This is an optimization exercise on Yosys and OpenROAD, whose aim is small area, not a production implementation.
In this exercise RTL edits were held to simulation tests only and were not proved equivalent to the original.
Power figures rest on the tool's default switching activity, not on a simulated workload.

==> flow/design.v <==
module spi_ctrl
(
    input wire i_clk,
    input wire i_rst,
    input wire i_en,
    input wire i_miso,
    output wire o_spi_clk,
    output wire o_spi_cs_n,
    output wire [15:0] o_data,
    output wire o_status
);
reg s1, s0;
reg [3:0] bit_count;
reg [15:0] data_r;
reg [15:0] clk_cnt;
reg latch_r;
wire recv = s0 & ~s1;
wire last = (bit_count == 4'd15);
always @(posedge i_clk, posedge i_rst)
    if (i_rst) begin
        s1        <= 1'b0;
        s0        <= 1'b0;
        bit_count <= 4'd0;
        data_r    <= 16'd0;
        clk_cnt   <= 16'd0;
        latch_r   <= 1'b0;
    end else begin
        clk_cnt   <= i_en ? clk_cnt + 16'd1 : 16'd0;
        latch_r   <= (clk_cnt[15:7] != 9'd0) && (clk_cnt[6:0] == 7'd10);
        s1        <= s0 & (s1 | last);
        s0        <= s0 ? ~s1 : i_en;
        bit_count <= recv ? bit_count + {3'd0, latch_r} : 4'd0;
        if (recv && latch_r)
            data_r <= {data_r[14:0], i_miso};
    end
assign o_spi_clk = clk_cnt[6];
assign o_status = s1;
assign o_data = data_r;
assign o_spi_cs_n = ~recv;
endmodule
module pwm_ctrl(
    input wire clk,
    input wire rst,
    input wire En,
    input wire [31:0] Ton,
    input wire [31:0] Tp,
    output wire  op,
    output wire [31:0] cnt_val,
    output wire [31:0] milli_cnt
);
reg [31:0] q_reg;
reg [31:0] q2_reg;
reg op_r;
wire milli_tick;
lfsr_prescaler #(
    .R    (17'h0e39a),
    .T    (17'h171cc),
    .MASK (17'h17dff),
    .J    (1)
) u_pre (
    .clk  (clk),
    .rst  (rst),
    .term (milli_tick)
);
always @(posedge clk, posedge rst)
    if (rst) begin
        q_reg  <= 32'd0;
        q2_reg <= 32'd0;
        op_r   <= 1'b0;
    end else begin
        q_reg  <= (En && (q_reg < Tp)) ? q_reg + 32'd1 : 32'd0;
        q2_reg <= q2_reg + {31'd0, milli_tick};
        op_r   <= En && (q_reg < Ton);
    end
assign op = op_r;
assign cnt_val = q_reg;
assign milli_cnt = q2_reg;
endmodule
module sevensegment(clk, reset, temp1, temp2, temp3, temp4, seg_out, seg_clk, anode);
input clk;
input reset;
input [3:0] temp1;
input [3:0] temp2;
input [3:0] temp3;
input [3:0] temp4;
output reg seg_clk;
output reg [6:0] seg_out;
output reg [3:0] anode;
wire term;
lfsr_prescaler #(
    .R    (17'h04da4),
    .T    (17'h126d6),
    .MASK (17'h17ffb),
    .J    (3)
) u_pre (
    .clk  (clk),
    .rst  (reset),
    .term (term)
);
wire seg_tick = term & ~seg_clk;
wire first = anode[3] & anode[2] & anode[1];
wire shown = ~(first & anode[0]);
reg [3:0] bcd;       
reg [3:0] disp;      
wire [3:0] sel = ({4{first}}     & temp1) |
                 ({4{~anode[3]}} & temp2) |
                 ({4{~anode[2]}} & temp3) |
                 ({4{~anode[1]}} & temp4);
always @(posedge clk, posedge reset)
    if (reset) begin
        seg_clk <= 1'b0;
    end else if (term) begin
        seg_clk <= ~seg_clk;
    end
always @(posedge clk, posedge reset)
    if (reset) begin
        bcd   <= 4'b0000;
        disp  <= 4'b0000;
        anode <= 4'b1111;
    end else if (seg_tick) begin
        bcd   <= sel;
        disp  <= bcd;
        anode <= {~first, anode[3:1]};
    end
always @* begin
    case (disp)
        4'd0: seg_out = 7'b100_0000;
        4'd1: seg_out = 7'b111_1001;
        4'd2: seg_out = 7'b010_0100;
        4'd3: seg_out = 7'b011_0000;
        4'd4: seg_out = 7'b001_1001;
        4'd5: seg_out = 7'b001_0010;
        4'd6: seg_out = 7'b000_0010;
        4'd7: seg_out = 7'b111_1000;
        4'd8: seg_out = 7'b000_0000;
        4'd9: seg_out = 7'b001_0000;
        default: seg_out = 7'b100_0000;
    endcase
    if (!shown) seg_out = 7'b111_1111;
end
endmodule
module temp_ctrl_periph (
    input  wire        clk,
    input  wire        rst,
    input  wire        spi_en,
    input  wire        spi_miso,
    output wire        spi_clk,
    output wire        spi_cs_n,
    output wire [15:0] spi_data,
    output wire        spi_status,
    input  wire        pwm_en,
    input  wire [31:0] pwm_ton,
    input  wire [31:0] pwm_tp,
    output wire        pwm_out,
    output wire [31:0] pwm_cnt,
    output wire [31:0] pwm_milli_cnt,
    input  wire [3:0]  disp_d0,
    input  wire [3:0]  disp_d1,
    input  wire [3:0]  disp_d2,
    input  wire [3:0]  disp_d3,
    output wire [6:0]  seg_out,
    output wire        seg_clk,
    output wire [3:0]  anode
);
spi_ctrl u_spi (
    .i_clk      (clk),
    .i_rst      (rst),
    .i_en       (spi_en),
    .i_miso     (spi_miso),
    .o_spi_clk  (spi_clk),
    .o_spi_cs_n (spi_cs_n),
    .o_data     (spi_data),
    .o_status   (spi_status)
);
pwm_ctrl u_pwm (
    .clk       (clk),
    .rst       (rst),
    .En        (pwm_en),
    .Ton       (pwm_ton),
    .Tp        (pwm_tp),
    .op        (pwm_out),
    .cnt_val   (pwm_cnt),
    .milli_cnt (pwm_milli_cnt)
);
sevensegment u_seg (
    .clk     (clk),
    .reset   (rst),
    .temp1   (disp_d0),
    .temp2   (disp_d1),
    .temp3   (disp_d2),
    .temp4   (disp_d3),
    .seg_out (seg_out),
    .seg_clk (seg_clk),
    .anode   (anode)
);
endmodule
module lfsr_prescaler #(
    parameter [16:0] R    = 17'h0,
    parameter [16:0] T    = 17'h0,
    parameter [16:0] MASK = 17'h1ffff,
    parameter integer J   = 0
) (
    input  wire clk,
    input  wire rst,
    output wire term
);
reg  [16:0] s;
wire [16:0] step = {s[15:0], s[16] ^ s[2]};
assign term = ((s ^ T) & MASK) == 17'b0;
integer i;
reg [16:0] nxt;
always @* begin
    nxt = step;
    if (term) nxt[J] = R[J];
end
always @(posedge clk, posedge rst)
    if (rst) s <= R;
    else     s <= nxt;
endmodule
==> flow/flow/run.sh <==
#!/bin/bash
# The standard layout, with two changes: the port buffers are the smallest
# buffer (buf_1) and clock tree synthesis adds no dummy loads and uses the
# clock buffers listed in CTS_BUF_LIST.
set -euo pipefail
export BUFFER_PORTS_ARGS="-buffer_cell sky130_fd_sc_hd__buf_1"
export CTS_ARGS="-sink_clustering_enable -repair_clock_nets -dont_use_dummy_load -buf_list {${CTS_BUFS:-sky130_fd_sc_hd__clkbuf_4}}"
bash standard.sh > standard.log 2>&1
==> flow/standard.sh <==
#!/bin/bash
# synth_recipe.tcl (not shown) runs the flow's synth.tcl, then flattens the netlist and writes it again
# the make line also repeats each setting of config.mk as NAME=value (left out here)
make -C /OpenROAD-flow-scripts/flow DESIGN_CONFIG=/design/flow/config.mk WORK_HOME=/design/flow/orfs CLKGATE_MAP_FILE= SYNTH_SCRIPT=/design/flow/synth_recipe.tcl "${@:-finish}"
==> flow/config.mk <==
export PLATFORM = sky130hd
export DESIGN_NAME = temp_ctrl_periph
export DESIGN_NICKNAME = temp_ctrl_periph
export VERILOG_FILES = /design/flow/design.v
export SDC_FILE = /design/flow/constraint.sdc
export NUM_CORES = 4
export LEC_CHECK = 0
export ABC_AREA = 1
export CAP_MARGIN = 20
export CORE_MARGIN = 2
export CORE_UTILIZATION = 40
export SLEW_MARGIN = 20
==> flow/constraint.sdc <==
create_clock -name core_clock -period 10.0 [get_ports {clk}]
set_input_delay 2.0000 -clock core_clock [delete_from_list [all_inputs] [get_ports {clk}]]
set_output_delay 2.0000 -clock core_clock [all_outputs]
set_load 0.01 [all_outputs]
==> results of run 1 <==
-- worst max path at each step --
stage                     slack, ns  depth (start not counted)         endpoint
after floorplan                3.97                          1       u_pwm.op_r
after global placement         5.99                         12  u_pwm.q_reg[31]
after detailed placement       5.95                         12   u_pwm.q_reg[0]
after CTS                      5.86                          5       seg_out[6]
after global routing           5.71                          5       seg_out[6]
final                          5.91                          5       seg_out[6]
-- synthesized netlist by cell type, drive strengths merged, types with 2 or more instances --
| cell type | number | share of area |
|---|---|---|
| nand2 | 192 | 0.088 |
| inv | 162 | 0.072 |
| dfrtp | 131 | 0.39 |
| nor2 | 117 | 0.058 |
| ha | 73 | 0.11 |
| o21ai | 48 | 0.029 |
| a21oi | 46 | 0.027 |
| nor3 | 40 | 0.030 |
| nand3 | 37 | 0.024 |
| xor2 | 37 | 0.038 |
| xnor2 | 26 | 0.027 |
| dfstp | 20 | 0.062 |
| nand4 | 17 | 0.013 |
| nor4 | 8 | 0.0067 |
| buf | 5 | 0.0030 |
| a221oi | 4 | 0.0042 |
| clkbuf | 4 | 0.0018 |
| and3 | 2 | 0.0015 |
| nand3b | 2 | 0.0018 |
| o211ai | 2 | 0.0018 |
| o21bai | 2 | 0.0022 |
-- per-layer routing --
layer,up-vias,share of wire,GRT usage
li1,3531,-,-
met4,0,0.015,0.05000
met5,-,0,0
met1,3104,0.49,0.2331
met2,123,0.46,0.2698
met3,21,0.036,0.03058
-- through the flow --
stage	std cells	power [mW]	util	worst slack, ns
6_report	1451	0.9347	0.4584	5.914
2_1_floorplan	986	0.6650	-	3.968
4_1_cts	1450	0.9509	0.4581	5.863
3_3_place_gp	1433	0.6876	0.4520	5.987
5_1_grt	1451	0.9846	0.4584	5.712
3_5_place_dp	1433	0.6888	0.4520	5.953
-- final cells by class --
type	instances	share of cell area
Timing Repair Buffer	181	0.07158
Inverter	163	0.06463
Sequential cell	151	0.3985
Multi-Input combinational cell	663	0.4156
Tap cell	275	0.03605
Clock buffer	17	0.01337
Antenna cell	1	0.0002622
-- cells by family after synthesis --
| family | count (synthesis) | share of synthesized area |
|---|---|---|
| simple gates | 418 | 0.2260 |
| xor+xnor | 63 | 0.06554 |
| buf+inv | 172 | 0.07742 |
| fa+ha+maj | 73 | 0.1085 |
| compound gates | 109 | 0.07074 |
| flops | 151 | 0.4518 |
-- worst reg2reg max path: stages, from the launching register on --
cell     delay, ns
dfstp_2       0.55
inv_1         0.04
nor4_1        0.26
nand4_1       0.17
nor2_1        0.16
ha_1          0.19
ha_1          0.19
nand3_1       0.18
inv_2         0.10
nand2_2       0.07
nor2_4        0.13
nand2_4       0.10
nor2_8        0.13
nand3_2       0.11
o21ai_1       0.14
nand2_1       0.06
-- power breakdown --
| group | switching [mW] | internal [mW] |
|---|---|---|
| clock | 0.181 | 0.0778 |
| combinational | 0.0382 | 0.0210 |
| sequential | 0.00324 | 0.613 |
==> tab_implementation.tex, run 1 <==
\begin{tabular}{lr}
\hline
Metric & Value \\
\hline
\multicolumn{2}{l}{\textbf{Run status}} \\
\quad Outcome & complete, no violations \\
\multicolumn{2}{l}{\textbf{Clock network}} \\
\quad \# clock sinks & 151 \\
\quad Worst-case clock buffer depth & 2 \\
\quad Number of hold buffers added after cts & 0 \\
\quad Buffers inserted during post-CTS setup optimization & 0 \\
\quad Clk Tree Root Cell & clkbuf\_4 \\
\quad Post-cts repair resize count & 0 \\
\quad TritonCTS clock tree & yes \\
\quad Clock edge transition at the registers on the reported setup and hold paths & 0.12 ns \\
\quad Clock buffer count from CTS & 17 \\
\quad Later-pin clock latency in the skew report & 0.53 ns \\
\quad Total number of H-tree levels & 4 \\
\multicolumn{2}{l}{\textbf{Power and ir drop}} \\
\quad Worst vdd rail ir drop & 69.82 µV \\
\quad Leakage power & 4.672 nW \\
\quad P per Cell Area & 97.94 nW/µm² \\
\multicolumn{2}{l}{\textbf{Route}} \\
\quad Per-cell routed wire length & 12.43 µm \\
\quad First DRT Iteration DRCs & 250 \\
\quad Average via count per standard cell & 4.672 \\
\quad Count of TritonRoute iterations in the first routing pass & 6 \\
\quad Count of unresolved DRC violations after routing & 0 \\
\quad Remaining number of nets flagged by the antenna check after routing & 0 \\
\quad Routed Wire Length & 18,030 µm \\
\quad Total via count after detailed routing & 6,779 \\
\multicolumn{2}{l}{\textbf{Timing}} \\
\quad Final max-slew violation count & 0 \\
\quad Worst rel slew slack & 0.4011 \\
\quad Time the final worst path needs with I/O delays and setup & 4.086 ns \\
\quad Summed negative setup slack over all endpoints & 0 ns \\
\quad Worst Hold Margin & 0.3606 ns \\
\quad Final hold vios & 0 \\
\quad Setup clock skew after layout & 0.04597 ns \\
\quad Unrepaired setup endpoints after global routing & no \\
\quad Max Clk Rate & 0.2448 GHz \\
\quad Final cycle utilization of the critical path & 0.4086 \\
\quad Worst Max-Slew Pin Slew & 0.8962 ns \\
\quad Setup-violating endpoint count in the final report & 0 \\
\multicolumn{2}{l}{\textbf{Flow run}} \\
\quad Max-cap violation count & 0 \\
\multicolumn{2}{l}{\textbf{Floorplanning}} \\
\quad Core box area & 20,820 µm² \\
\quad Effective utilization at floorplan & 0.4043 \\
\quad Die H & 149.1 µm \\
\quad Die outline area & 22,220 µm² \\
\quad Die width & 149.1 µm \\
\quad Std cell rows & 53 \\
\quad I/O pin count & 181 \\
\multicolumn{2}{l}{\textbf{Yosys}} \\
\quad Average footprint of a synthesized cell & 8.539 µm² \\
\quad Cell area after synthesis & 8419 µm² \\
\quad Post-synth EDFFs & 0 \\
\quad Count of warnings emitted by yosys & 5 \\
\quad Sequential area share after synthesis & 0.4518 \\
\quad Asr flop ratio synth & 1.000 \\
\quad Gate count after technology mapping & 986 \\
\quad Most used DFF post-synth & dfrtp\_1 \\
\quad Unique cell type count in the Yosys netlist & 45 \\
\quad Net count of the mapped netlist & 1,144 \\
\quad Number of synthesized register bits & 151 \\
\multicolumn{2}{l}{\textbf{Setup path}} \\
\quad Top Family by Delay on Critical Path & simple AND/OR/NAND/NOR gates \\
\quad Critical path class & reg2out \\
\quad Critical path fanouts, max & 7 \\
\quad Element type at the critical path end & output pin \\
\quad CP max-delay cell & dfstp\_2 \\
\quad Buf+Inv Stages, Crit Path & 2 \\
\quad Critical path startpoint category & flop \\
\quad Worst endpoint required time & 8.00 ns \\
\quad CP Data Arrival Time & 2.09 ns \\
\quad Depth of the most critical reg-to-reg path & 15 \\
\quad Worst reg2reg startpoint & u\_pwm.u\_pre.s[8] \\
\quad Reg2reg setup slack & 7.34 ns \\
\quad Crit Reg-Reg Endpoint & u\_pwm.q2\_reg[24] \\
\quad Worst setup path startpoint & u\_seg.anode[2] \\
\quad Sequence of cells on the critical path & inv\_1 > nor3\_2 > nand2\_1 > o211ai\_1 > buf\_1 \\
\quad Critical Path Max Stage Delay & 0.55 ns \\
\multicolumn{2}{l}{\textbf{Worst hold path}} \\
\quad Worst hold stages & 0 \\
\quad Classification of the worst-slack hold path & reg2reg \\
\quad Terminating pin of the worst hold path & u\_seg.u\_pre.s[16] \\
\quad Min-Delay Startpoint & u\_seg.u\_pre.s[15] \\
\multicolumn{2}{l}{\textbf{Placement}} \\
\quad Quantity of I/O buffers inserted on ports & 180 \\
\quad Placer congestion estimate & 0.8168 \\
\quad Detailed placement HPWL & 13,870 µm \\
\quad Placed standard-cell area & 9412 µm² \\
\multicolumn{2}{l}{\textbf{Finish}} \\
\quad Post-layout instance area & 9544 µm² \\
\quad Share of cells above drive strength 1 & 0.06383 \\
\quad Register cell area after layout & 3804 µm² \\
\quad Fill cell instance count of the final layout & 2,152 \\
\quad Commonest non-fill, non-tap cell in the layout & nand2\_1 \\
\quad Final net count & 1,335 \\
\quad P\&R area growth vs syn & 13.36\% \\
\quad Footprint of the multi-input gates & 3966 µm² \\
\quad Commonest non-fill, non-tap cells in the layout & nand2\_1 (185), buf\_1 (180), inv\_1 (158), dfrtp\_1 (131), nor2\_1 (106) \\
\multicolumn{2}{l}{\textbf{GRT}} \\
\quad Antenna violations before repair & 1 \\
\quad Number of global-route vias before repair & 6,433 \\
\quad Pin count of the biggest net entering global routing & 90 \\
\quad Overall overflow remaining after global route & 0 \\
\quad Global-route wire length before repair & 30,370 µm \\
\quad Global router's overall resource usage & 0.1681 \\
\hline
\end{tabular}
==> inputs of run 2 (changes only) <==
==> flow/run.sh (new file) <==
#!/bin/bash
# synth_recipe.tcl (not shown) runs the flow's synth.tcl, then flattens the netlist and writes it again
# the make line also repeats each setting of config.mk as NAME=value (left out here)
make -C /OpenROAD-flow-scripts/flow DESIGN_CONFIG=/design/flow/config.mk WORK_HOME=/design/flow/orfs CLKGATE_MAP_FILE= SYNTH_SCRIPT=/design/flow/synth_recipe.tcl finish
--- a/flow/config.mk
+++ b/flow/config.mk
@@ -5,7 +5,6 @@
 export SDC_FILE = /design/flow/constraint.sdc
 export NUM_CORES = 4
 export LEC_CHECK = 0
-export ABC_AREA = 1
 export CAP_MARGIN = 20
 export CORE_MARGIN = 2
 export CORE_UTILIZATION = 40
removed: flow/flow/run.sh
removed: flow/standard.sh
==> run 2 against run 1 <==
Net effect: utilization rose by 8.8 points; global-route usage rose by 0.24 points; highest routed layer unchanged; die area fell by 5.3%; worst hold slack got worse by 0.0065 ns; still clean; sequential power barely moved; largest cell class is now registers; clock power rose by 150%; first-iteration DRC count fell by 30%; setup slack got worse by 0.14 ns; total power rose by 44%; clock-buffer cell count did not move; clock skew fell by 0.038 ns; synthesized cell count fell by 25%.
==> tab_implementation.tex, run 2 <==
\begin{tabular}{lr}
\hline
Metric & Value \\
\hline
\multicolumn{2}{l}{\textbf{Run status}} \\
\quad Outcome & complete, no violations (unchanged) \\
\multicolumn{2}{l}{\textbf{Clock network}} \\
\quad Number of hold buffers added after cts & 0 (unchanged) \\
\quad TritonCTS clock tree & yes (unchanged) \\
\quad Clock edge transition at the registers on the reported setup and hold paths & 0.06 ns (was 0.12 ns) \\
\quad Buffers inserted during post-CTS setup optimization & 0 (unchanged) \\
\quad Clk Tree Root Cell & clkbuf\_16 (was clkbuf\_4) \\
\quad Total number of H-tree levels & 4 (unchanged) \\
\quad Later-pin clock latency in the skew report & 0.42 ns (was 0.53 ns) \\
\quad Worst-case clock buffer depth & 2 (unchanged) \\
\quad \# clock sinks & 151 (unchanged) \\
\quad Post-cts repair resize count & 0 (unchanged) \\
\quad Clock buffer count from CTS & 17 (unchanged) \\
\multicolumn{2}{l}{\textbf{Placement}} \\
\quad Detailed placement HPWL & 12,850 µm (was 13,870 µm) \\
\quad Inst Count DP & 1,178 (was 1,433) \\
\quad Worst slack after detailed placement & 5.317 ns (was 5.953 ns) \\
\quad Placer congestion estimate & 0.7836 (was 0.8168) \\
\quad Placed standard-cell area & 10,030 µm² (was 9412 µm²) \\
\quad Quantity of I/O buffers inserted on ports & 180 (unchanged) \\
\multicolumn{2}{l}{\textbf{Route}} \\
\quad First DRT Iteration DRCs & 174 (was 250) \\
\quad Per-cell routed wire length & 14.38 µm (was 12.43 µm) \\
\quad Count of TritonRoute iterations in the first routing pass & 4 (was 6) \\
\quad Routed Wire Length & 17,400 µm (was 18,030 µm) \\
\quad Remaining number of nets flagged by the antenna check after routing & 0 (unchanged) \\
\quad Average via count per standard cell & 4.828 (was 4.672) \\
\quad Count of unresolved DRC violations after routing & 0 (unchanged) \\
\quad Total via count after detailed routing & 5,842 (was 6,779) \\
\multicolumn{2}{l}{\textbf{GRT}} \\
\quad Antenna violations before repair & 0 (was 1) \\
\quad Overall overflow remaining after global route & 0 (unchanged) \\
\quad Global-route wire length before repair & 29,430 µm (was 30,370 µm) \\
\quad GRT met3 Usage & 0.04465 (was 0.03058) \\
\quad Fraction of met1 tracks used by global routing & 0.2345 (was 0.2331) \\
\quad Routing usage on met2 & 0.2664 (was 0.2698) \\
\quad Pin count of the biggest net entering global routing & 90 (unchanged) \\
\quad Global router's overall resource usage & 0.1706 (was 0.1681) \\
\quad Number of global-route vias before repair & 5,738 (was 6,433) \\
\quad Layer with the highest usage & met2 (unchanged) \\
\multicolumn{2}{l}{\textbf{Finish}} \\
\quad Share of cells above drive strength 1 & 0.1164 (was 0.06383) \\
\quad Commonest non-fill, non-tap cell in the layout & clkdlybuf4s50\_1 (was nand2\_1) \\
\quad Diodes inserted & 0 (was 1) \\
\quad Final standard cell count with taps included and fillers excluded & 1,210 (was 1,451) \\
\quad Fill cell instance count of the final layout & 1,760 (was 2,152) \\
\quad P\&R area growth vs syn & 33.52\% (was 13.36\%) \\
\quad Commonest non-fill, non-tap cells in the layout & clkdlybuf4s50\_1 (180), dfrtp\_1 (131), inv\_1 (79), ha\_1 (73), nand2\_1 (46) (was nand2\_1 (185), buf\_1 (180), inv\_1 (158), dfrtp\_1 (131), nor2\_1 (106)) \\
\quad Final net count & 1,090 (was 1,335) \\
\quad Post-layout instance area & 10,630 µm² (was 9544 µm²) \\
\quad Post-layout util & 0.5460 (was 0.4584) \\
\multicolumn{2}{l}{\textbf{Floorplanning}} \\
\quad Die width & 145.1 µm (was 149.1 µm) \\
\quad Core box area & 19,460 µm² (was 20,820 µm²) \\
\quad Std cell rows & 51 (was 53) \\
\quad Effective utilization at floorplan & 0.4089 (was 0.4043) \\
\quad I/O pin count & 181 (unchanged) \\
\quad Die outline area & 21,040 µm² (was 22,220 µm²) \\
\quad Die H & 145.1 µm (was 149.1 µm) \\
\multicolumn{2}{l}{\textbf{Yosys}} \\
\quad Unique cell type count in the Yosys netlist & 47 (was 45) \\
\quad Sequential area share after synthesis & 0.4779 (was 0.4518) \\
\quad Cell with the most instances after synthesis & dfrtp\_1 (was nand2\_1) \\
\quad Count of warnings emitted by yosys & 5 (unchanged) \\
\quad Gate count after technology mapping & 742 (was 986) \\
\quad Number of synthesized register bits & 151 (unchanged) \\
\quad Most instantiated cells after synthesis & dfrtp\_1 (131), inv\_1 (80), ha\_1 (73), nand2\_1 (46), nand3\_1 (44) (was nand2\_1 (186), inv\_1 (159), dfrtp\_1 (131), nor2\_1 (106), ha\_1 (73)) \\
\quad Synth area leader & dfrtp\_1 (unchanged) \\
\quad Average footprint of a synthesized cell & 10.73 µm² (was 8.539 µm²) \\
\quad Most used DFF post-synth & dfrtp\_1 (unchanged) \\
\quad Asr flop ratio synth & 1.000 (unchanged) \\
\quad Net count of the mapped netlist & 900 (was 1,144) \\
\quad Cell area after synthesis & 7959 µm² (was 8419 µm²) \\
\quad Share of the synthesized area in the top cell type & 0.4119 (was 0.3894) \\
\quad Post-synth EDFFs & 0 (unchanged) \\
\quad Cell types with the largest area share after synthesis & dfrtp\_1 (41\%), ha\_1 (11\%), dfstp\_2 (6.6\%) (was dfrtp\_1 (39\%), ha\_1 (11\%), nand2\_1 (8.3\%)) \\
\multicolumn{2}{l}{\textbf{Timing}} \\
\quad Worst rel slew slack & 0.4527 (was 0.4011) \\
\quad Worst Max-Slew Pin Slew & 0.8134 ns (was 0.8962 ns) \\
\quad Final cycle utilization of the critical path & 0.4226 (was 0.4086) \\
\quad Final setup margin & 5.774 ns (was 5.914 ns) \\
\quad Worst Hold Margin & 0.3541 ns (was 0.3606 ns) \\
\quad Max Clk Rate & 0.2366 GHz (was 0.2448 GHz) \\
\quad Final hold vios & 0 (unchanged) \\
\quad Unrepaired setup endpoints after global routing & no (unchanged) \\
\quad Final max-slew violation count & 0 (unchanged) \\
\quad Summed negative setup slack over all endpoints & 0 ns (unchanged) \\
\quad Time the final worst path needs with I/O delays and setup & 4.226 ns (was 4.086 ns) \\
\quad Setup clock skew after layout & 0.008023 ns (was 0.04597 ns) \\
\quad Setup-violating endpoint count in the final report & 0 (unchanged) \\
\multicolumn{2}{l}{\textbf{Setup path}} \\
\quad Reg2reg setup slack & 6.93 ns (was 7.34 ns) \\
\quad Worst endpoint required time & 10.27 ns (was 8.00 ns) \\
\quad Depth of the most critical reg-to-reg path & 11 (was 15) \\
\quad Critical path class & in2reg (was reg2out) \\
\quad Critical path startpoint category & input port (was flop) \\
\quad Crit Reg-Reg Endpoint & u\_pwm.q2\_reg[26] (was u\_pwm.q2\_reg[24]) \\
\quad CP Data Arrival Time & 4.49 ns (was 2.09 ns) \\
\quad Element type at the critical path end & flop (was output pin) \\
\quad Critical Path End & u\_pwm.q\_reg[2] (was seg\_out[6]) \\
\quad Worst reg2reg startpoint & u\_pwm.u\_pre.s[0] (was u\_pwm.u\_pre.s[8]) \\
\quad Critical path fanouts, max & 32 (was 7) \\
\quad Worst setup path startpoint & pwm\_tp[27] (was u\_seg.anode[2]) \\
\multicolumn{2}{l}{\textbf{Power and ir drop}} \\
\quad Leakage power & 4.977 nW (was 4.672 nW) \\
\quad P per Cell Area & 126.3 nW/µm² (was 97.94 nW/µm²) \\
\quad Overall Power & 1.342 mW (was 934.7 µW) \\
\quad Worst vdd rail ir drop & 102.6 µV (was 69.82 µV) \\
\multicolumn{2}{l}{\textbf{Worst hold path}} \\
\quad Classification of the worst-slack hold path & reg2reg (unchanged) \\
\multicolumn{2}{l}{\textbf{Flow run}} \\
\quad Max-cap violation count & 0 (unchanged) \\
\hline
\end{tabular}
[run 2: cell count changes in the layout (fill, tap and decap cells not counted), sizes merged, moves of 25 or more]
| cell | previous run | this run |
|---|---|---|
| nor2 | 117 | 69 |
| o21ai | 48 | 23 |
| inv | 162 | 86 |
| nor3 | 40 | 10 |
| clkdlybuf4s50 | 0 | 180 |
| buf | 181 | 1 |
| nand2 | 192 | 46 |
[run 2: how the worst min path moves through the flow]
stage	start	endpoint	slack (ns)	cells past startpoint
after CTS	u_seg.u_pre.s[15]	u_seg.u_pre.s[16]	0.36	0
after floorplan	u_seg.u_pre.s[15]	u_seg.u_pre.s[16]	0.33	0
after detailed placement	u_seg.u_pre.s[15]	u_seg.u_pre.s[16]	0.34	0
after global placement	u_seg.u_pre.s[15]	u_seg.u_pre.s[16]	0.34	0
final	u_seg.u_pre.s[15]	u_seg.u_pre.s[16]	0.35	0
after global routing	u_seg.u_pre.s[15]	u_seg.u_pre.s[16]	0.37	0
[run 2: cell families after synthesis]
group	synth area share
simple gates	0.1761
fa+ha+maj	0.1148
mux	0.03097
buf+inv	0.04795
flops	0.4779
xor+xnor	0.08473
compound gates	0.06760
[run 2: final cells by class]
class	instances	area (µm²)	share of cell area
clock buffer	17	425.4	0.04003
clock inverter	15	167.7	0.01578
inverter	81	309.0	0.02908
multi-input combinational	500	3776	0.3554
sequential	151	3804	0.3579
tap	265	331.6	0.03120
timing repair buffer	181	1813	0.1706
[run 2: critical path, cell delays in order]
cell             delay (ns)
clkdlybuf4s50_1        0.45
inv_1                  0.04
ha_1                   0.31
and4_1                 0.26
nor4b_1                0.43
nand2_1                0.10
o211ai_1               0.14
a41o_4                 0.63
nor2_1                 0.11
[run 2: report_power, final]
group | switching [mW] | internal, mW
Sequential | 0.00413 | 0.614
Clock | 0.263 | 0.374
Combinational | 0.0408 | 0.0469
[run 2: routing by layer]
| metal | wire [µm] | part of all wire | up-vias |
|---|---|---|---|
| met3 | 874 | 0.050 | 20 |
| li1 | - | - | 2925 |
| met5 | 0 | 0 | - |
| met4 | 230 | 0.013 | 0 |
| met2 | 7878 | 0.45 | 132 |
| met1 | 8416 | 0.48 | 2765 |
==> inputs of run 3 (changes only) <==
==> flow/flow/run.sh (new file) <==
#!/bin/bash
# The standard layout with these changes: the port buffers are the smallest
# buffer (buf_1); after floorplan every logic cell is set to drive strength 1
# (repair_design and repair_timing size up what needs it); clock tree
# synthesis adds no dummy loads.
set -euo pipefail
here=$(pwd)
export BUFFER_PORTS_ARGS="-buffer_cell sky130_fd_sc_hd__buf_1"
export POST_FLOORPLAN_TCL="$here/flow/downsize.tcl"
export CTS_ARGS="-sink_clustering_enable -repair_clock_nets -dont_use_dummy_load -buf_list {$(cat flow/cts_bufs)} $(cat flow/cts_extra 2>/dev/null || true)"
bash standard.sh > standard.log 2>&1
==> flow/flow/cts_bufs (new file) <==
sky130_fd_sc_hd__clkbuf_8
==> flow/flow/downsize.tcl (new file) <==
# After synthesis and floorplan: put every logic cell at its smallest drive
# strength (X_1), leaving repair_design and repair_timing to size up what the
# layout needs.
set n 0
foreach inst [get_cells *] {
  set m [get_property $inst ref_name]
  if {[regexp {^(sky130_fd_sc_hd__[a-z0-9]+)_([0-9]+)$} $m -> base d]} {
    if {$d == 1 || [string match *tap* $base] || [string match *conb* $base]} { continue }
    set lc [get_lib_cells -quiet ${base}_1]
    if {$lc eq ""} { continue }
    if {[catch {replace_cell $inst $lc} err]} { puts "downsize: $inst $m: $err"; continue }
    incr n
  }
}
puts "downsize: $n cells set to drive strength 1"
==> flow/standard.sh (new file) <==
#!/bin/bash
# synth_recipe.tcl (not shown) runs the flow's synth.tcl, then flattens the netlist and writes it again
# the make line also repeats each setting of config.mk as NAME=value (left out here)
make -C /OpenROAD-flow-scripts/flow DESIGN_CONFIG=/design/flow/config.mk WORK_HOME=/design/flow/orfs CLKGATE_MAP_FILE= SYNTH_SCRIPT=/design/flow/synth_recipe.tcl "${@:-finish}"
removed: flow/run.sh
==> run 3 against run 2 <==
Net effect: still clean on timing, DRC and antenna; utilization shrank 8.7 points; synthesized cell count is the same; worst hold slack improved by 0.00079 ns; final cell count shrank 1.2%; sequential cell count stayed put; critical path depth decreased by 5; die area is the same; clock power down 47%; clock skew grew 0.012 ns; first-iteration DRC count is 26% higher; register-to-register slack better by 0.05 ns; highest routed layer unchanged.
==> tab_implementation.tex, run 3 <==
\begin{tabular}{lr}
\hline
Metric & Value \\
\hline
\multicolumn{2}{l}{\textbf{Yosys}} \\
\quad Unique cell type count in the Yosys netlist & 47 (unchanged) \\
\quad Count of warnings emitted by yosys & 5 (unchanged) \\
\quad Share of the synthesized area in the top cell type & 0.4119 (unchanged) \\
\quad Gate count after technology mapping & 742 (unchanged) \\
\quad Net count of the mapped netlist & 900 (unchanged) \\
\quad Cell with the most instances after synthesis & dfrtp\_1 (unchanged) \\
\quad Post-synth EDFFs & 0 (unchanged) \\
\quad Number of synthesized register bits & 151 (unchanged) \\
\quad Synth area leader & dfrtp\_1 (unchanged) \\
\quad Cell types with the largest area share after synthesis & dfrtp\_1 (41\%), ha\_1 (11\%), dfstp\_2 (6.6\%) (unchanged) \\
\quad Most used DFF post-synth & dfrtp\_1 (unchanged) \\
\quad Average footprint of a synthesized cell & 10.73 µm² (unchanged) \\
\quad Most instantiated cells after synthesis & dfrtp\_1 (131), inv\_1 (80), ha\_1 (73), nand2\_1 (46), nand3\_1 (44) (unchanged) \\
\quad Sequential area share after synthesis & 0.4779 (unchanged) \\
\quad Asr flop ratio synth & 1.000 (unchanged) \\
\quad Cell area after synthesis & 7959 µm² (unchanged) \\
\multicolumn{2}{l}{\textbf{Finish}} \\
\quad Commonest non-fill, non-tap cells in the layout & buf\_1 (180), dfrtp\_1 (131), inv\_1 (79), ha\_1 (73), nor2\_1 (69) (was clkdlybuf4s50\_1 (180), dfrtp\_1 (131), inv\_1 (79), ha\_1 (73), nand2\_1 (46)) \\
\quad Fill cell instance count of the final layout & 1,900 (was 1,760) \\
\quad Commonest non-fill, non-tap cell in the layout & buf\_1 (was clkdlybuf4s50\_1) \\
\quad Final net count & 1,091 (was 1,090) \\
\quad Share of cells above drive strength 1 & 0.02256 (was 0.1164) \\
\quad P\&R area growth vs syn & 12.31\% (was 33.52\%) \\
\quad Diodes inserted & 0 (unchanged) \\
\quad Final standard cell count with taps included and fillers excluded & 1,196 (was 1,210) \\
\quad Post-layout instance area & 8939 µm² (was 10,630 µm²) \\
\multicolumn{2}{l}{\textbf{Run status}} \\
\quad Outcome & complete, no violations (unchanged) \\
\multicolumn{2}{l}{\textbf{Setup path}} \\
\quad Sequence of cells on the critical path & and3\_1 > nand2\_1 > o21ai\_1 > buf\_1 (was clkdlybuf4s50\_1 > inv\_1 > ha\_1 > and4\_1 > nor4b\_1 > nand2\_1 > o211ai\_1 > a41o\_4 > nor2\_1) \\
\quad Worst reg2reg startpoint & u\_pwm.u\_pre.s[1] (was u\_pwm.u\_pre.s[0]) \\
\quad Element type at the critical path end & output pin (was flop) \\
\quad Critical path startpoint category & flop (was input port) \\
\quad CP Data Arrival Time & 1.88 ns (was 4.49 ns) \\
\quad Critical path fanouts, max & 8 (was 32) \\
\quad Reg2reg setup slack & 6.98 ns (was 6.93 ns) \\
\quad Critical path class & reg2out (was in2reg) \\
\quad Depth of the most critical reg-to-reg path & 11 (unchanged) \\
\quad CP max-delay cell & dfstp\_1 (was a41o\_4) \\
\quad Top Family by Delay on Critical Path & flip-flops (was simple AND/OR/NAND/NOR gates) \\
\quad Buf+Inv Stages, Crit Path & 1 (was 2) \\
\quad Crit Reg-Reg Endpoint & u\_pwm.q2\_reg[26] (unchanged) \\
\quad Critical Path Max Stage Delay & 0.65 ns (was 0.63 ns) \\
\quad Worst endpoint required time & 8.00 ns (was 10.27 ns) \\
\multicolumn{2}{l}{\textbf{Placement}} \\
\quad Quantity of I/O buffers inserted on ports & 180 (unchanged) \\
\quad Placed standard-cell area & 8700 µm² (was 10,030 µm²) \\
\quad Inst Count DP & 1,179 (was 1,178) \\
\quad Detailed placement HPWL & 12,370 µm (was 12,850 µm) \\
\quad Placer congestion estimate & 0.8145 (was 0.7836) \\
\multicolumn{2}{l}{\textbf{Power and ir drop}} \\
\quad Leakage power & 4.389 nW (was 4.977 nW) \\
\quad Overall Power & 1.015 mW (was 1.342 mW) \\
\quad P per Cell Area & 113.6 nW/µm² (was 126.3 nW/µm²) \\
\quad Worst vdd rail ir drop & 62.95 µV (was 102.6 µV) \\
\multicolumn{2}{l}{\textbf{GRT}} \\
\quad GRT met3 Usage & 0.04119 (was 0.04465) \\
\quad Fraction of met1 tracks used by global routing & 0.2236 (was 0.2345) \\
\quad Antenna violations before repair & 0 (unchanged) \\
\quad Overall overflow remaining after global route & 0 (unchanged) \\
\quad Pin count of the biggest net entering global routing & 82 (was 90) \\
\quad Global router's overall resource usage & 0.1646 (was 0.1706) \\
\quad Global-route wire length before repair & 28,290 µm (was 29,430 µm) \\
\quad Number of global-route vias before repair & 5,769 (was 5,738) \\
\quad Routing usage on met2 & 0.2614 (was 0.2664) \\
\quad Layer with the highest usage & met2 (unchanged) \\
\multicolumn{2}{l}{\textbf{Floorplanning}} \\
\quad Core box area & 19,460 µm² (unchanged) \\
\quad I/O pin count & 181 (unchanged) \\
\quad Die outline area & 21,040 µm² (unchanged) \\
\quad Die width & 145.1 µm (unchanged) \\
\quad Die H & 145.1 µm (unchanged) \\
\quad Std cell rows & 51 (unchanged) \\
\quad Effective utilization at floorplan & 0.4089 (unchanged) \\
\multicolumn{2}{l}{\textbf{Route}} \\
\quad Remaining number of nets flagged by the antenna check after routing & 0 (unchanged) \\
\quad Average via count per standard cell & 4.855 (was 4.828) \\
\quad Count of unresolved DRC violations after routing & 0 (unchanged) \\
\quad Per-cell routed wire length & 13.80 µm (was 14.38 µm) \\
\quad Routed Wire Length & 16,500 µm (was 17,400 µm) \\
\quad Total via count after detailed routing & 5,806 (was 5,842) \\
\quad Count of TritonRoute iterations in the first routing pass & 4 (unchanged) \\
\quad First DRT Iteration DRCs & 220 (was 174) \\
\multicolumn{2}{l}{\textbf{Clock network}} \\
\quad Post-cts repair resize count & 0 (unchanged) \\
\quad TritonCTS clock tree & yes (unchanged) \\
\quad Number of hold buffers added after cts & 0 (unchanged) \\
\quad Clock buffer count from CTS & 17 (unchanged) \\
\quad Worst-case clock buffer depth & 2 (unchanged) \\
\quad \# clock sinks & 151 (unchanged) \\
\quad Clock edge transition at the registers on the reported setup and hold paths & 0.07 ns (was 0.06 ns) \\
\quad Buffers inserted during post-CTS setup optimization & 0 (unchanged) \\
\quad Clk Tree Root Cell & clkbuf\_8 (was clkbuf\_16) \\
\quad Later-pin clock latency in the skew report & 0.43 ns (was 0.42 ns) \\
\quad Total number of H-tree levels & 4 (unchanged) \\
\multicolumn{2}{l}{\textbf{Worst hold path}} \\
\quad Min-Delay Startpoint & u\_seg.u\_pre.s[15] (unchanged) \\
\quad Worst hold stages & 0 (unchanged) \\
\quad Terminating pin of the worst hold path & u\_seg.u\_pre.s[16] (unchanged) \\
\quad Classification of the worst-slack hold path & reg2reg (unchanged) \\
\multicolumn{2}{l}{\textbf{Timing}} \\
\quad Final cycle utilization of the critical path & 0.3881 (was 0.4226) \\
\quad Time the final worst path needs with I/O delays and setup & 3.881 ns (was 4.226 ns) \\
\quad Setup-violating endpoint count in the final report & 0 (unchanged) \\
\quad Setup clock skew after layout & 0.01979 ns (was 0.008023 ns) \\
\quad Worst Hold Margin & 0.3549 ns (was 0.3541 ns) \\
\quad Summed negative setup slack over all endpoints & 0 ns (unchanged) \\
\quad Final hold vios & 0 (unchanged) \\
\quad Unrepaired setup endpoints after global routing & no (unchanged) \\
\quad Worst Max-Slew Pin Slew & 0.8510 ns (was 0.8134 ns) \\
\quad Final max-slew violation count & 0 (unchanged) \\
\quad Worst rel slew slack & 0.4274 (was 0.4527) \\
\quad Max Clk Rate & 0.2577 GHz (was 0.2366 GHz) \\
\multicolumn{2}{l}{\textbf{Flow run}} \\
\quad Max-cap violation count & 0 (unchanged) \\
\hline
\end{tabular}
==> run 3: cell counts after synthesis <==
Identical to the previous run, type by type.
==> run 3: cell families (layout without fill, tap and decap cells) <==
group,count (synthesis),count (layout),synth area share
xor gates and xnor gates,77,77,0.08473
muxes,22,22,0.03097
adders and majority gates,73,73,0.1148
DFF,151,151,0.4779
buffers and inverters,91,280,0.04795
AOI/OAI and AO/OA,85,85,0.06760
and+or+nand+nor,243,243,0.1761
==> run 3: how the worst max path moves through the flow <==
stage,cells past startpoint,end,slack [ns],from
final,4,seg_out[6],6.12,u_seg.anode[1]
after global routing,4,seg_out[1],5.95,u_seg.anode[2]
after CTS,9,u_pwm.q_reg[2],5.97,pwm_tp[27]
after detailed placement,9,u_pwm.q_reg[5],5.52,pwm_tp[27]
after global placement,9,u_pwm.q_reg[26],5.61,pwm_tp[27]
after floorplan,1,u_pwm.op_r,3.97,rst
==> run 3: final cells by class <==
| class | count | area (µm²) | share of cell area |
|---|---|---|---|
| clock buffers | 17 | 234.0 | 0.02618 |
| flip-flops and latches | 151 | 3804 | 0.4255 |
| multi-input cells | 500 | 3566 | 0.3989 |
| well taps | 265 | 331.6 | 0.03709 |
| inverters | 81 | 309.0 | 0.03457 |
| repair buffers | 182 | 694.4 | 0.07769 |
==> run 3: layer usage <==
layer / up-vias / part of all wire
li1: 2907 / -
met1: 2744 / 0.49
met2: 135 / 0.44
met3: 20 / 0.051
met4: 0 / 0.016
met5: - / 0
==> run 3: through the flow <==
stage          setup WS (ns)    util
5_1_grt                5.946  0.4593
2_1_floorplan          3.968       -
3_5_place_dp           5.516  0.4470
4_1_cts                5.972  0.4590
3_3_place_gp           5.606  0.4470
6_report               6.119  0.4593
==> run 3: report_power, final <==
| part | internal [mW] | switching (mW) | total, mW |
|---|---|---|---|
| combinational | 0.0216 | 0.0377 | 0.0592 |
| clock | 0.150 | 0.188 | 0.338 |
| sequential | 0.613 | 0.00451 | 0.618 |
| total | 0.785 | 0.230 | 1.02 |
==> inputs of run 4 (changes only) <==
==> flow/flow/cts_bufs (replaced) <==
sky130_fd_sc_hd__clkbuf_4
==> flow/flow/cts_extra (new file) <==
-sink_clustering_size 10
==> run 4 against run 3 <==
Net effect: combinational power hardly changed; utilization decreased by 0.55 points; critical endpoint unchanged; maximum frequency is 2.8% lower; die area did not move; total power fell by 8.1%; synthesized cell count is the same; sequential share of layout area increased by 0.51 points; global-route usage rose by 0.061 points; highest routed layer unchanged; largest cell class unchanged.
==> tab_implementation.tex, run 4 <==
\begin{tabular}{lr}
\hline
Metric & Value \\
\hline
\multicolumn{2}{l}{\textbf{Clock network}} \\
\quad Post-cts repair resize count & 0 (unchanged) \\
\quad Number of hold buffers added after cts & 0 (unchanged) \\
\quad Clock edge transition at the registers on the reported setup and hold paths & 0.12 ns (was 0.07 ns) \\
\quad Later-pin clock latency in the skew report & 0.55 ns (was 0.43 ns) \\
\quad Clk Tree Root Cell & clkbuf\_4 (was clkbuf\_8) \\
\quad Total number of H-tree levels & 4 (unchanged) \\
\quad Worst-case clock buffer depth & 2 (unchanged) \\
\quad Clock buffer count from CTS & 17 (unchanged) \\
\quad \# clock sinks & 151 (unchanged) \\
\quad Buffers inserted during post-CTS setup optimization & 0 (unchanged) \\
\quad TritonCTS clock tree & yes (unchanged) \\
\multicolumn{2}{l}{\textbf{Route}} \\
\quad Routed Wire Length & 16,500 µm (about the same) \\
\quad Average via count per standard cell & 4.831 (was 4.855) \\
\quad Remaining number of nets flagged by the antenna check after routing & 0 (unchanged) \\
\quad Count of unresolved DRC violations after routing & 0 (unchanged) \\
\quad Total via count after detailed routing & 5,778 (was 5,806) \\
\quad Per-cell routed wire length & 13.79 µm (was 13.80 µm) \\
\quad First DRT Iteration DRCs & 249 (was 220) \\
\quad Count of TritonRoute iterations in the first routing pass & 4 (unchanged) \\
\multicolumn{2}{l}{\textbf{Worst hold path}} \\
\quad Min-Delay Startpoint & u\_seg.u\_pre.s[0] (was u\_seg.u\_pre.s[15]) \\
\quad Terminating pin of the worst hold path & u\_seg.u\_pre.s[1] (was u\_seg.u\_pre.s[16]) \\
\quad Worst hold stages & 0 (unchanged) \\
\quad Classification of the worst-slack hold path & reg2reg (unchanged) \\
\multicolumn{2}{l}{\textbf{Floorplanning}} \\
\quad Effective utilization at floorplan & 0.4089 (unchanged) \\
\quad Std cell rows & 51 (unchanged) \\
\quad Die width & 145.1 µm (unchanged) \\
\quad Core box area & 19,460 µm² (unchanged) \\
\quad Die H & 145.1 µm (unchanged) \\
\quad Die outline area & 21,040 µm² (unchanged) \\
\quad I/O pin count & 181 (unchanged) \\
\multicolumn{2}{l}{\textbf{Setup path}} \\
\quad CP Data Arrival Time & 1.99 ns (was 1.88 ns) \\
\quad Crit Reg-Reg Endpoint & u\_pwm.q2\_reg[26] (unchanged) \\
\quad Buf+Inv Stages, Crit Path & 1 (unchanged) \\
\quad Worst endpoint required time & 8.00 ns (about the same) \\
\quad Sequence of cells on the critical path & and3\_1 > nand2\_1 > o21ai\_1 > buf\_1 (unchanged) \\
\quad Element type at the critical path end & output pin (unchanged) \\
\quad Worst reg2reg startpoint & u\_pwm.u\_pre.s[1] (unchanged) \\
\quad Critical Path Max Stage Delay & 0.66 ns (was 0.65 ns) \\
\quad Depth of the most critical reg-to-reg path & 11 (unchanged) \\
\quad Reg2reg setup slack & 7.00 ns (was 6.98 ns) \\
\quad Top Family by Delay on Critical Path & flip-flops (unchanged) \\
\quad Critical path startpoint category & flop (unchanged) \\
\quad Critical path class & reg2out (unchanged) \\
\quad Critical path fanouts, max & 8 (unchanged) \\
\quad CP max-delay cell & dfstp\_1 (unchanged) \\
\multicolumn{2}{l}{\textbf{Finish}} \\
\quad Commonest non-fill, non-tap cells in the layout & buf\_1 (180), dfrtp\_1 (131), inv\_1 (79), ha\_1 (73), nor2\_1 (69) (unchanged) \\
\quad Final net count & 1,091 (unchanged) \\
\quad Post-layout util & 0.4538 (was 0.4593) \\
\quad Diodes inserted & 0 (unchanged) \\
\quad P\&R area growth vs syn & 10.97\% (was 12.31\%) \\
\quad Commonest non-fill, non-tap cell in the layout & buf\_1 (unchanged) \\
\quad Share of cells above drive strength 1 & 0.02256 (unchanged) \\
\quad Post-layout instance area & 8832 µm² (was 8939 µm²) \\
\multicolumn{2}{l}{\textbf{Yosys}} \\
\quad Number of synthesized register bits & 151 (unchanged) \\
\quad Sequential area share after synthesis & 0.4779 (unchanged) \\
\quad Cell area after synthesis & 7959 µm² (unchanged) \\
\quad Unique cell type count in the Yosys netlist & 47 (unchanged) \\
\quad Most used DFF post-synth & dfrtp\_1 (unchanged) \\
\quad Average footprint of a synthesized cell & 10.73 µm² (unchanged) \\
\quad Most instantiated cells after synthesis & dfrtp\_1 (131), inv\_1 (80), ha\_1 (73), nand2\_1 (46), nand3\_1 (44) (unchanged) \\
\quad Share of the synthesized area in the top cell type & 0.4119 (unchanged) \\
\quad Post-synth EDFFs & 0 (unchanged) \\
\quad Cell with the most instances after synthesis & dfrtp\_1 (unchanged) \\
\quad Count of warnings emitted by yosys & 5 (unchanged) \\
\quad Gate count after technology mapping & 742 (unchanged) \\
\quad Cell types with the largest area share after synthesis & dfrtp\_1 (41\%), ha\_1 (11\%), dfstp\_2 (6.6\%) (unchanged) \\
\quad Synth area leader & dfrtp\_1 (unchanged) \\
\quad Asr flop ratio synth & 1.000 (unchanged) \\
\quad Net count of the mapped netlist & 900 (unchanged) \\
\multicolumn{2}{l}{\textbf{GRT}} \\
\quad Layer with the highest usage & met2 (unchanged) \\
\quad GRT met3 Usage & 0.04591 (was 0.04119) \\
\quad Antenna violations before repair & 0 (unchanged) \\
\quad Pin count of the biggest net entering global routing & 82 (unchanged) \\
\quad Global router's overall resource usage & 0.1653 (was 0.1646) \\
\quad Fraction of met1 tracks used by global routing & 0.2234 (was 0.2236) \\
\quad Global-route wire length before repair & 28,330 µm (was 28,290 µm) \\
\quad Routing usage on met2 & 0.2624 (was 0.2614) \\
\quad Overall overflow remaining after global route & 0 (unchanged) \\
\quad Number of global-route vias before repair & 5,759 (was 5,769) \\
\multicolumn{2}{l}{\textbf{Placement}} \\
\quad Quantity of I/O buffers inserted on ports & 180 (unchanged) \\
\quad Placer congestion estimate & 0.8145 (unchanged) \\
\quad Detailed placement HPWL & 12,370 µm (unchanged) \\
\quad Placed standard-cell area & 8700 µm² (unchanged) \\
\multicolumn{2}{l}{\textbf{Timing}} \\
\quad Time the final worst path needs with I/O delays and setup & 3.993 ns (was 3.881 ns) \\
\quad Worst rel slew slack & 0.4267 (was 0.4274) \\
\quad Unrepaired setup endpoints after global routing & no (unchanged) \\
\quad Summed negative setup slack over all endpoints & 0 ns (unchanged) \\
\quad Max Clk Rate & 0.2504 GHz (was 0.2577 GHz) \\
\quad Setup-violating endpoint count in the final report & 0 (unchanged) \\
\quad Final max-slew violation count & 0 (unchanged) \\
\quad Setup clock skew after layout & 0.03218 ns (was 0.01979 ns) \\
\quad Worst Hold Margin & 0.3584 ns (was 0.3549 ns) \\
\quad Worst Max-Slew Pin Slew & 0.8521 ns (was 0.8510 ns) \\
\quad Final cycle utilization of the critical path & 0.3993 (was 0.3881) \\
\quad Final hold vios & 0 (unchanged) \\
\multicolumn{2}{l}{\textbf{Power and ir drop}} \\
\quad Worst vdd rail ir drop & 57.22 µV (was 62.95 µV) \\
\quad P per Cell Area & 105.6 nW/µm² (was 113.6 nW/µm²) \\
\quad Leakage power & 4.345 nW (was 4.389 nW) \\
\multicolumn{2}{l}{\textbf{Flow run}} \\
\quad Max-cap violation count & 0 (unchanged) \\
\multicolumn{2}{l}{\textbf{Run status}} \\
\quad Outcome & complete, no violations (unchanged) \\
\hline
\end{tabular}
-- run 4: worst reg2reg max path, delay by kind of cell (launching register included) --
kind	cells	cell delay [ns]
xor+xnor	1	0.13
fa+ha+maj	2	0.45
simple gates	8	1.91
flops	1	0.40
-- run 4: logic make-up after synthesis --
kind of cell               after synthesis  synth area share
adders and majority gates               73            0.1148
DFF                                    151            0.4779
buffers and inverters                   91           0.04795
muxes                                   22           0.03097
xor gates and xnor gates                77           0.08473
AOI/OAI and AO/OA                       85           0.06760
and+or+nand+nor                        243            0.1761
-- run 4: cell type report --
class                           count  area [µm²]
Sequential cell                   151        3804
Clock buffer                       17       127.6
Timing Repair Buffer              182       694.4
Tap cell                          265       331.6
Inverter                           81       309.0
Multi-Input combinational cell    500        3566
Fill cell                        1912       10630
-- run 4: how the worst max path moves through the flow --
stage | depth (start not counted) | slack (ns) | start | end
2_1_floorplan | 1 | 3.97 | rst | u_pwm.op_r
3_3_place_gp | 9 | 5.61 | pwm_tp[27] | u_pwm.q_reg[26]
3_5_place_dp | 9 | 5.52 | pwm_tp[27] | u_pwm.q_reg[5]
4_1_cts | 4 | 5.94 | u_seg.anode[1] | seg_out[5]
5_1_grt | 4 | 5.80 | u_seg.anode[2] | seg_out[1]
6_report | 4 | 6.01 | u_seg.anode[1] | seg_out[6]
-- run 4: metrics by stage --
stage	instances	worst slack, ns	power, mW
2_1_floorplan	742	3.968	0.6720
3_3_place_gp	1179	5.606	0.6888
3_5_place_dp	1179	5.516	0.6896
4_1_cts	1196	5.944	0.9516
5_1_grt	1196	5.796	0.9915
6_report	1196	6.007	0.9328
-- run 4: power by group --
| group | internal [mW] | total, mW | switching [mW] | leakage, nW |
|---|---|---|---|---|
| Clock | 0.0777 | 0.256 | 0.179 | 0.0782 |
| Combinational | 0.0216 | 0.0592 | 0.0376 | 2.26 |
| Sequential | 0.613 | 0.617 | 0.00450 | 2.01 |
| Total | 0.712 | 0.933 | 0.221 | 4.35 |
-- run 4: per-layer routing --
layer,wire [µm],vias to the layer above
met3,867,21
met4,228,0
met2,7341,133
li1,-,2909
met1,8057,2715
met5,0,-
==> inputs of run 5 (changes only) <==
==> flow/flow/cts_bufs (replaced) <==
sky130_fd_sc_hd__clkbuf_8
==> flow/flow/cts_extra (replaced) <==
-sink_clustering_size 40 -sink_clustering_max_diameter 300
==> run 5 against run 4 <==
Net effect: still clean; clock-buffer cell count did not move; register-to-register slack got worse by 0.02 ns; setup slack improved by 0.11 ns; clock skew fell by 0.012 ns; via count rose by 0.48%; synthesized cell count did not move; final cell count did not move; sequential cell count did not move; sequential share of layout area fell by 0.51 points; first-iteration DRC count fell by 12%; final area rose by 1.2%; combinational power barely moved; critical endpoint unchanged; largest power group unchanged; highest routed layer unchanged.
==> tab_implementation.tex, run 5 <==
\begin{tabular}{lr}
\hline
Metric & Value \\
\hline
\multicolumn{2}{l}{\textbf{Run status}} \\
\quad Outcome & complete, no violations (unchanged) \\
\multicolumn{2}{l}{\textbf{Setup path}} \\
\quad Buf+Inv Stages, Crit Path & 1 (unchanged) \\
\quad Element type at the critical path end & output pin (unchanged) \\
\quad Critical path fanouts, max & 8 (unchanged) \\
\quad Critical path startpoint category & flop (unchanged) \\
\quad Depth of the most critical reg-to-reg path & 11 (unchanged) \\
\quad Top Family by Delay on Critical Path & flip-flops (unchanged) \\
\quad Critical Path Max Stage Delay & 0.65 ns (was 0.66 ns) \\
\quad Depth of the critical timing path with buffers and inverters included & 4 (unchanged) \\
\quad Critical path class & reg2out (unchanged) \\
\quad CP max-delay cell & dfstp\_1 (unchanged) \\
\quad Sequence of cells on the critical path & and3\_1 > nand2\_1 > o21ai\_1 > buf\_1 (unchanged) \\
\quad CP Data Arrival Time & 1.88 ns (was 1.99 ns) \\
\quad Worst endpoint required time & 8.00 ns (about the same) \\
\multicolumn{2}{l}{\textbf{Yosys}} \\
\quad Cell area after synthesis & 7959 µm² (unchanged) \\
\quad Sequential area share after synthesis & 0.4779 (unchanged) \\
\quad Share of the synthesized area in the top cell type & 0.4119 (unchanged) \\
\quad Average footprint of a synthesized cell & 10.73 µm² (unchanged) \\
\quad Cell types with the largest area share after synthesis & dfrtp\_1 (41\%), ha\_1 (11\%), dfstp\_2 (6.6\%) (unchanged) \\
\quad Synth area leader & dfrtp\_1 (unchanged) \\
\quad Most used DFF post-synth & dfrtp\_1 (unchanged) \\
\quad Number of synthesized register bits & 151 (unchanged) \\
\quad Unique cell type count in the Yosys netlist & 47 (unchanged) \\
\quad Net count of the mapped netlist & 900 (unchanged) \\
\quad Count of warnings emitted by yosys & 5 (unchanged) \\
\quad Post-synth EDFFs & 0 (unchanged) \\
\quad Most instantiated cells after synthesis & dfrtp\_1 (131), inv\_1 (80), ha\_1 (73), nand2\_1 (46), nand3\_1 (44) (unchanged) \\
\quad Gate count after technology mapping & 742 (unchanged) \\
\quad Cell with the most instances after synthesis & dfrtp\_1 (unchanged) \\
\quad Asr flop ratio synth & 1.000 (unchanged) \\
\multicolumn{2}{l}{\textbf{GRT}} \\
\quad Global-route wire length before repair & 28,290 µm (was 28,330 µm) \\
\quad Antenna violations before repair & 0 (unchanged) \\
\quad Number of global-route vias before repair & 5,769 (was 5,759) \\
\quad Global router's overall resource usage & 0.1646 (was 0.1653) \\
\quad Overall overflow remaining after global route & 0 (unchanged) \\
\quad Pin count of the biggest net entering global routing & 82 (unchanged) \\
\multicolumn{2}{l}{\textbf{Power and ir drop}} \\
\quad Leakage power & 4.389 nW (was 4.345 nW) \\
\quad Worst vdd rail ir drop & 62.95 µV (was 57.22 µV) \\
\quad P per Cell Area & 113.6 nW/µm² (was 105.6 nW/µm²) \\
\quad Overall Power & 1.015 mW (was 932.8 µW) \\
\multicolumn{2}{l}{\textbf{Placement}} \\
\quad Quantity of I/O buffers inserted on ports & 180 (unchanged) \\
\quad Detailed placement HPWL & 12,370 µm (unchanged) \\
\quad Placer congestion estimate & 0.8145 (unchanged) \\
\quad Inst Count DP & 1,179 (unchanged) \\
\quad Worst slack after detailed placement & 5.516 ns (unchanged) \\
\multicolumn{2}{l}{\textbf{Finish}} \\
\quad Diodes inserted & 0 (unchanged) \\
\quad Final net count & 1,091 (unchanged) \\
\quad Final standard cell count with taps included and fillers excluded & 1,196 (unchanged) \\
\quad Commonest non-fill, non-tap cells in the layout & buf\_1 (180), dfrtp\_1 (131), inv\_1 (79), ha\_1 (73), nor2\_1 (69) (unchanged) \\
\quad Commonest non-fill, non-tap cell in the layout & buf\_1 (unchanged) \\
\quad Fill cell instance count of the final layout & 1,900 (was 1,912) \\
\quad Share of cells above drive strength 1 & 0.02256 (unchanged) \\
\quad P\&R area growth vs syn & 12.31\% (was 10.97\%) \\
\multicolumn{2}{l}{\textbf{Clock network}} \\
\quad Post-cts repair resize count & 0 (unchanged) \\
\quad Total number of H-tree levels & 4 (unchanged) \\
\quad Clock edge transition at the registers on the reported setup and hold paths & 0.07 ns (was 0.12 ns) \\
\quad Number of hold buffers added after cts & 0 (unchanged) \\
\quad Clock buffer count from CTS & 17 (unchanged) \\
\quad Clk Tree Root Cell & clkbuf\_8 (was clkbuf\_4) \\
\quad TritonCTS clock tree & yes (unchanged) \\
\quad \# clock sinks & 151 (unchanged) \\
\quad Worst-case clock buffer depth & 2 (unchanged) \\
\quad Later-pin clock latency in the skew report & 0.43 ns (was 0.55 ns) \\
\quad Buffers inserted during post-CTS setup optimization & 0 (unchanged) \\
\multicolumn{2}{l}{\textbf{Route}} \\
\quad First DRT Iteration DRCs & 220 (was 249) \\
\quad Count of TritonRoute iterations in the first routing pass & 4 (unchanged) \\
\quad Average via count per standard cell & 4.855 (was 4.831) \\
\quad Per-cell routed wire length & 13.80 µm (was 13.79 µm) \\
\quad Total via count after detailed routing & 5,806 (was 5,778) \\
\quad Count of unresolved DRC violations after routing & 0 (unchanged) \\
\quad Remaining number of nets flagged by the antenna check after routing & 0 (unchanged) \\
\quad Routed Wire Length & 16,500 µm (about the same) \\
\multicolumn{2}{l}{\textbf{Timing}} \\
\quad Time the final worst path needs with I/O delays and setup & 3.881 ns (was 3.993 ns) \\
\quad Final max-slew violation count & 0 (unchanged) \\
\quad Worst rel slew slack & 0.4274 (was 0.4267) \\
\quad Worst Max-Slew Pin Slew & 0.8510 ns (was 0.8521 ns) \\
\quad Max Clk Rate & 0.2577 GHz (was 0.2504 GHz) \\
\quad Final hold vios & 0 (unchanged) \\
\quad Setup-violating endpoint count in the final report & 0 (unchanged) \\
\quad Setup clock skew after layout & 0.01979 ns (was 0.03218 ns) \\
\quad Final setup margin & 6.119 ns (was 6.007 ns) \\
\quad Unrepaired setup endpoints after global routing & no (unchanged) \\
\quad Final cycle utilization of the critical path & 0.3881 (was 0.3993) \\
\quad Summed negative setup slack over all endpoints & 0 ns (unchanged) \\
\multicolumn{2}{l}{\textbf{Floorplanning}} \\
\quad Die outline area & 21,040 µm² (unchanged) \\
\quad Std cell rows & 51 (unchanged) \\
\quad Die width & 145.1 µm (unchanged) \\
\quad Core box area & 19,460 µm² (unchanged) \\
\quad Effective utilization at floorplan & 0.4089 (unchanged) \\
\quad Die H & 145.1 µm (unchanged) \\
\quad I/O pin count & 181 (unchanged) \\
\multicolumn{2}{l}{\textbf{Worst hold path}} \\
\quad Worst hold stages & 0 (unchanged) \\
\quad Classification of the worst-slack hold path & reg2reg (unchanged) \\
\multicolumn{2}{l}{\textbf{Flow run}} \\
\quad Max-cap violation count & 0 (unchanged) \\
\hline
\end{tabular}
run 5: changes by cell type in the layout (fill, tap and decap cells not counted):
cell	change
clkbuf_8	+17
clkbuf_4	-17
run 5: final timing paths:
path / startpoint / endpoint / slack (ns)
max: u_seg.anode[1] / seg_out[6] / 6.12
min: u_seg.u_pre.s[15] / u_seg.u_pre.s[16] / 0.35
max reg2reg: u_pwm.u_pre.s[1] / u_pwm.q2_reg[26] / 6.98
min reg2reg: u_seg.u_pre.s[15] / u_seg.u_pre.s[16] / 0.35
max in group asynchronous: rst / u_pwm.u_pre.s[11] / 7.17
min in group asynchronous: rst / u_spi.data_r[0] / 1.67
run 5: where the power goes:
| part | leakage (nW) | switching, mW | internal, mW | total (mW) |
|---|---|---|---|---|
| Sequential | 2.01 | 0.00451 | 0.613 | 0.618 |
| Clock | 0.122 | 0.188 | 0.150 | 0.338 |
| Combinational | 2.26 | 0.0377 | 0.0216 | 0.0592 |
| Total | 4.39 | 0.230 | 0.785 | 1.02 |
run 5: cells by family (layout without fill, tap and decap cells):
kind of cell / count (synthesis) / count (layout) / synth area share
xor gates and xnor gates: 77 / 77 / 0.08473
and+or+nand+nor: 243 / 243 / 0.1761
buffers and inverters: 91 / 280 / 0.04795
AOI/OAI and AO/OA: 85 / 85 / 0.06760
DFF: 151 / 151 / 0.4779
muxes: 22 / 22 / 0.03097
adders and majority gates: 73 / 73 / 0.1148
run 5: metal layers:
metal | track usage | up-vias | share of wire
met4 | 0.04951 | 0 | 0.016
met3 | 0.04119 | 20 | 0.051
met5 | 0 | - | 0
li1 | - | 2907 | -
met1 | 0.2236 | 2744 | 0.49
met2 | 0.2614 | 135 | 0.44
run 5: metrics by stage:
stage	area, µm²	utilization	hold slack, ns
2_1_floorplan	7959	-	0.3312
3_3_place_gp	8700	0.4470	0.3368
3_5_place_dp	8700	0.4470	0.3504
4_1_cts	8934	0.4590	0.3565
5_1_grt	8939	0.4593	0.3684
6_report	8939	0.4593	0.3549
run 5: area by class of cell:
class / count / area, µm² / area share
flip-flops and latches: 151 / 3804 / 0.4255
clock buffers: 17 / 234.0 / 0.02618
repair buffers: 182 / 694.4 / 0.07769
well taps: 265 / 331.6 / 0.03709
inverters: 81 / 309.0 / 0.03457
multi-input cells: 500 / 3566 / 0.3989
==> inputs of run 6 (changes only) <==
==> flow/flow/cts_bufs (replaced) <==
sky130_fd_sc_hd__clkbuf_16
==> flow/flow/cts_extra (replaced) <==
-sink_clustering_size 60 -sink_clustering_max_diameter 300
==> run 6 against run 5 <==
Net effect: total power increased by 16%; via count about the same; utilization is 0.98 points higher; final cell count unchanged; sequential share of layout area is 0.89 points lower; setup slack better by 0.024 ns; final area rose by 2.1%; critical path depth is the same; critical path type unchanged; largest cell class unchanged; highest routed layer unchanged.
==> tab_implementation.tex, run 6 <==
\begin{tabular}{lr}
\hline
Metric & Value \\
\hline
\multicolumn{2}{l}{\textbf{Yosys}} \\
\quad Most used DFF post-synth & dfrtp\_1 (unchanged) \\
\quad Average footprint of a synthesized cell & 10.73 µm² (unchanged) \\
\quad Unique cell type count in the Yosys netlist & 47 (unchanged) \\
\quad Synth area leader & dfrtp\_1 (unchanged) \\
\multicolumn{2}{l}{\textbf{Clock network}} \\
\quad Worst-case clock buffer depth & 2 (unchanged) \\
\quad \# clock sinks & 151 (unchanged) \\
\multicolumn{2}{l}{\textbf{Floorplanning}} \\
\quad Std cell rows & 51 (unchanged) \\
\quad I/O pin count & 181 (unchanged) \\
\multicolumn{2}{l}{\textbf{Finish}} \\
\quad Share of cells above drive strength 1 & 0.02256 (unchanged) \\
\quad Commonest non-fill, non-tap cell in the layout & buf\_1 (unchanged) \\
\quad Diodes inserted & 0 (unchanged) \\
\quad Register cell area after layout & 3804 µm² (unchanged) \\
\multicolumn{2}{l}{\textbf{Placement}} \\
\quad Placed standard-cell area & 8700 µm² (unchanged) \\
\multicolumn{2}{l}{\textbf{Setup path}} \\
\quad Critical path fanouts, max & 8 (unchanged) \\
\quad Critical path class & reg2out (unchanged) \\
\quad CP Data Arrival Time & 1.86 ns (was 1.88 ns) \\
\multicolumn{2}{l}{\textbf{Power and ir drop}} \\
\quad Leakage power & 4.477 nW (was 4.389 nW) \\
\quad Worst vdd rail ir drop & 99.49 µV (was 62.95 µV) \\
\multicolumn{2}{l}{\textbf{Route}} \\
\quad Per-cell routed wire length & 13.94 µm (was 13.80 µm) \\
\quad Count of TritonRoute iterations in the first routing pass & 4 (unchanged) \\
\multicolumn{2}{l}{\textbf{GRT}} \\
\quad Global router's overall resource usage & 0.1674 (was 0.1646) \\
\multicolumn{2}{l}{\textbf{Timing}} \\
\quad Final hold vios & 0 (unchanged) \\
\multicolumn{2}{l}{\textbf{Run status}} \\
\quad Outcome & complete, no violations (unchanged) \\
\hline
\end{tabular}
[run 6: cell counts after synthesis]
No cell type changed its count.
[run 6: report_power, final]
| part | total (mW) | switching (mW) | internal, mW |
|---|---|---|---|
| registers | 0.619 | 0.00453 | 0.614 |
| clock network | 0.504 | 0.210 | 0.294 |
| logic | 0.0592 | 0.0377 | 0.0216 |
| total | 1.18 | 0.252 | 0.930 |
[run 6: worst paths after layout]
| check | depth (start not counted) | to | from |
|---|---|---|---|
| max | 4 | seg_out[6] | u_seg.anode[1] |
| min | 0 | u_seg.u_pre.s[14] | u_seg.u_pre.s[13] |
| max reg2reg | 11 | u_pwm.q2_reg[26] | u_pwm.u_pre.s[1] |
| min reg2reg | 0 | u_seg.u_pre.s[14] | u_seg.u_pre.s[13] |
| max in group asynchronous | 3 | u_pwm.q_reg[0] | rst |
| min in group asynchronous | 2 | u_spi.data_r[0] | rst |
[run 6: layout make-up]
class | count | share of cell area
sequential | 151 | 0.4166
timing repair buffer | 182 | 0.07606
inverter | 81 | 0.03385
clock buffer | 17 | 0.04659
tap | 265 | 0.03632
multi-input combinational | 500 | 0.3906
[run 6: kinds of logic (layout without fill, tap and decap cells)]
kind of cell | after synthesis | after routing | synth area share
buffers and inverters | 91 | 280 | 0.04795
adder cells (fa/ha/maj) | 73 | 73 | 0.1148
AND/OR/NAND/NOR | 243 | 243 | 0.1761
flip-flops | 151 | 151 | 0.4779
multiplexers | 22 | 22 | 0.03097
XOR/XNOR | 77 | 77 | 0.08473
AO/OA/AOI/OAI | 85 | 85 | 0.06760
[run 6: per-stage QoR]
stage          cells    util  hold slack, ns  setup WS (ns)  total power [mW]
2_1_floorplan    742       -          0.3312          3.968            0.6720
3_3_place_gp    1179  0.4470          0.3368          5.606            0.6888
3_5_place_dp    1179  0.4470          0.3504          5.516            0.6896
4_1_cts         1196  0.4689          0.3642          5.941             1.202
5_1_grt         1196  0.4691          0.3747          5.991             1.241
6_report        1196  0.4691          0.3588          6.143             1.182
[run 6: worst reg2reg max path, cell delays in order (launching register included)]
cell,delay [ns]
dfstp_1,0.37
nor4b_1,0.32
nand4b_1,0.13
nor3_1,0.27
ha_1,0.26
ha_1,0.19
nand3_1,0.16
or2_1,0.29
nor3_1,0.36
and2_1,0.28
nand3_1,0.11
xnor2_1,0.13
[run 6: routing by layer]
layer  routed length [µm]  share of wire
met5                    0              0
met4                  266          0.016
met3                  820          0.049
met2                 7464           0.45
met1                 8123           0.49

Setup slack of run 6, layout unchanged: 6.143 ns with ideal ports, 6.103 ns with driving cells assumed (clock clkbuf_16, inputs buf_2), 5.815 ns with port delays also shifted by the 0.446 ns mid clock arrival.
